Source: an optimization exercise on an open RTL-to-GDS flow (aim: small area, a short achievable clock period and few clock cycles per item). Production flows keep margins and buffers that such runs may drop.
Where RTL was checked, it was by simulation tests only, not by an equivalence proof against the original.
Power and IR drop assume default switching activity.

## main
==> flow/design.v <==
module AEC(clk, rst, ascii_in, ready, valid, result);
input clk;
input rst;
input ready;
input [7:0] ascii_in;
output valid;
output [6:0] result;
localparam [3:0] OP_NOP  = 4'b0000;     
localparam [3:0] OP_EQ   = 4'b0010;
localparam [3:0] OP_LP   = 4'b0001;     
localparam [3:0] OP_LPT  = 4'b0011;     
localparam [3:0] OP_RP   = 4'b0100;
localparam [3:0] OP_MUL  = 4'b0110;
localparam [3:0] OP_ADD  = 4'b1000;
localparam [3:0] OP_SUB  = 4'b1001;
reg       c_dig;
reg [3:0] c_v;
wire is_eq  = ~c_dig & (c_v == OP_EQ);
wire is_lp  = ~c_dig & ~c_v[3] & c_v[0];
wire is_lpt = ~c_dig & ~c_v[3] & c_v[1] & c_v[0];
wire is_rp  = ~c_dig & (c_v == OP_RP);
wire is_as  = ~c_dig & c_v[3];
wire is_sub = ~c_dig & c_v[3] & c_v[0];
wire is_open = ~c_dig & ~c_v[3] & ~c_v[2] & (c_v[0] | ~c_v[1]);   
wire a_grp = ~ascii_in[6] & ~ascii_in[4];           
wire a_num = ~ascii_in[6] &  ascii_in[4] & ~(ascii_in[3] & ascii_in[2]);
wire a_eq  = ~ascii_in[6] &  ascii_in[4] &   ascii_in[3] & ascii_in[2];
wire a_dig = ascii_in[6] | a_num;
wire [3:0] a_val = ascii_in[6] ? ascii_in[3:0] + 4'd9 : ascii_in[3:0];
reg  [3:0] a_op;
always @* begin
    case (ascii_in[2:0])
        3'b000:  a_op = is_open ? OP_LPT : OP_LP;
        3'b001:  a_op = OP_RP;
        3'b010:  a_op = OP_MUL;
        3'b011:  a_op = OP_ADD;
        default: a_op = OP_SUB;
    endcase
    if (!a_grp)
        a_op = a_eq ? OP_EQ : OP_NOP;
end
reg       out_v;
always @(posedge clk) begin
    if (rst || is_eq || out_v) begin
        c_dig <= 1'b0;
        c_v   <= OP_NOP;
    end else begin
        c_dig <= a_dig;
        c_v   <= a_dig ? a_val : a_op;
    end
end
reg [6:0] S, M;
reg [6:0] mark;                  
reg [1:0] sp;                    
reg [6:0] DS0, DS1, DS2;         
reg [6:0] DK1, DK2;
reg [6:0] K;
wire [6:0] ctxK = (sp == 2'd1) ? 7'd1 : (sp == 2'd2) ? DK1 : DK2;
wire [6:0] ctxS = (sp == 2'd1) ? DS0 : (sp == 2'd2) ? DS1 : DS2;
wire [6:0] sum  = S + M;
wire [6:0] pp0 = c_v[0] ? M : 7'd0;
wire [6:0] pp1 = c_v[1] ? {M[5:0], 1'b0} : 7'd0;
wire [6:0] pp2 = c_v[2] ? {M[4:0], 2'b0} : 7'd0;
wire [6:0] pp3 = c_v[3] ? {M[3:0], 3'b0} : 7'd0;
wire [6:0] prod = (pp0 + pp1) + (pp2 + pp3);
wire push = is_lp & ~is_lpt;
wire pop  = is_rp & ~mark[0];
always @(posedge clk) begin
    if (rst || out_v) begin
        S <= 7'd0;
        M <= 7'd1;
        K <= 7'd1;
        sp <= 2'd0;
    end else begin
        if (c_dig)
            M <= prod;
        if (is_eq)
            S <= sum;
        if (is_as) begin
            S <= sum;
            M <= is_sub ? -K : K;
        end
        if (push) begin
            S <= 7'd0;
            K <= M;
            sp <= sp + 2'd1;
        end
        if (is_rp) begin
            S <= pop ? ctxS : 7'd0;
            M <= sum;
        end
        if (pop) begin
            sp <= sp - 2'd1;
            K <= ctxK;
        end
    end
end
always @(posedge clk) begin
    if (is_lp)
        mark <= {mark[5:0], is_lpt};
    else if (is_rp)
        mark <= {1'b0, mark[6:1]};
end
always @(posedge clk) begin
    if (push) begin
        if (sp == 2'd0) DS0 <= S;
        if (sp == 2'd1) begin DS1 <= S; DK1 <= K; end
        if (sp == 2'd2) begin DS2 <= S; DK2 <= K; end
    end
end
always @(posedge clk)
    out_v <= is_eq & ~rst;
assign valid = out_v;
assign result = S;
endmodule
==> flow/config.mk <==
export PLATFORM = sky130hd
export DESIGN_NAME = AEC
export DESIGN_NICKNAME = AEC
export VERILOG_FILES = /design/flow/design.v
export SDC_FILE = /design/flow/constraint.sdc
export NUM_CORES = 4
export LEC_CHECK = 0
export CAP_MARGIN = 20
export CORE_MARGIN = 2
export CORE_UTILIZATION = 40
export SLEW_MARGIN = 20
==> flow/constraint.sdc <==
create_clock -name core_clock -period 10.0 [get_ports {clk}]
set_input_delay 2.0000 -clock core_clock [delete_from_list [all_inputs] [get_ports {clk}]]
set_output_delay 2.0000 -clock core_clock [all_outputs]
set_load 0.01 [all_outputs]
standard.sh (not shown) runs the stock make flow with config.mk's settings and CLKGATE_MAP_FILE= SYNTH_SCRIPT=/design/flow/synth_recipe.tcl, a recipe that flattens the netlist after the stock synthesis.
==> flow/flow/run.sh <==
#!/bin/bash
# Standard ORFS layout, with:
#  - synthesis leaving adders to ABC instead of mapping them onto the
#    library's full/half-adder cells (faster logic; same registers),
#  - ports buffered with buf_4 cells,
#  - a tighter setup target for repair_timing.
# Clock period and SDC are unchanged.
set -euo pipefail
MARGIN=${MARGIN:-7}
bash standard.sh SETUP_SLACK_MARGIN=$MARGIN ADDER_MAP_FILE= \
  "BUFFER_PORTS_ARGS=-buffer_cell sky130_fd_sc_hd__buf_4" finish > std_flow.log 2>&1
[inputs] the feature branch vs main
--- a/flow/design.v
+++ b/flow/design.v
@@ -39,8 +39,9 @@
     if (!a_grp)
         a_op = a_eq ? OP_EQ : OP_NOP;
 end
 reg       out_v;
+reg [6:0] out_r;
 always @(posedge clk) begin
     if (rst || is_eq || out_v) begin
         c_dig <= 1'b0;
         c_v   <= OP_NOP;
@@ -65,18 +66,16 @@
 wire [6:0] prod = (pp0 + pp1) + (pp2 + pp3);
 wire push = is_lp & ~is_lpt;
 wire pop  = is_rp & ~mark[0];
 always @(posedge clk) begin
-    if (rst || out_v) begin
+    if (rst || is_eq) begin
         S <= 7'd0;
         M <= 7'd1;
         K <= 7'd1;
         sp <= 2'd0;
     end else begin
         if (c_dig)
             M <= prod;
-        if (is_eq)
-            S <= sum;
         if (is_as) begin
             S <= sum;
             M <= is_sub ? -K : K;
         end
@@ -107,9 +106,11 @@
         if (sp == 2'd1) begin DS1 <= S; DK1 <= K; end
         if (sp == 2'd2) begin DS2 <= S; DK2 <= K; end
     end
 end
-always @(posedge clk)
+always @(posedge clk) begin
     out_v <= is_eq & ~rst;
+    out_r <= sum;
+end
 assign valid = out_v;
-assign result = S;
+assign result = out_r;
 endmodule
The feature branch: PASS, flow complete, no timing, DRC or antenna violations. Looking at the reports, main completed the entire flow and the layout it produced met the timing, DRC and antenna checks. Against main, the feature branch comes in 0.0088 ns lower on worst-margin pin slew. The worst setup path startpoint comes out out_v in one run and S[0] in the other, namely in the feature branch and main respectively. The feature branch vs. main: number of cells traversed by the worst register-to-register path went up by 3. NOTE total nets after synthesis main->the feature branch increased by a few percent. Min fmax across main and the feature branch: main. Between main and the feature branch, the proportion of synthesized flip-flops having asynchronous set or reset does not differ in any meaningful way. Combinational group share of total power in the feature branch is 0.3 points lower than in main. The number of nets at the end of the flow in the feature branch was higher than what main gave.
Testbench counts of the feature branch, summed over its fixed seeds: cycles 45,688, items 4,000.
No functional check of the RTL was part of main.

[static timing again, ports no longer ideal]
Ports are ideal in the flow. The routed layouts listed here were re-timed in OpenROAD.
Step 1, drivers: a clkbuf_16 drives clk and a buf_2 each remaining input, both assumed.
Step 2 moves the port delays by t, midway between the first and last clock arrival at a register: inputs arrive t later, outputs are due t later. That takes back most of the time a late clock gives input paths.
a / b / c = no drivers / after step 1 / after step 2; a / b = the first two.
| run | t, ns | setup WS [ns] | hold WS [ns] | worst slew at a driven data input, ns |
|---|---|---|---|---|
| main | 0.381 | 7.059 / 7.027 / 6.952 | 0.520 / 0.520 / 0.520 | 0.03 |
| the feature branch | 0.374 | 7.139 / 7.105 / 6.841 | 0.491 / 0.491 / 0.491 | 0.04 |
After both steps setup and hold are still met in every run listed. The setup slack of the feature branch, which loses most, moves by -0.034 ns with the drivers and by -0.298 ns with both steps.
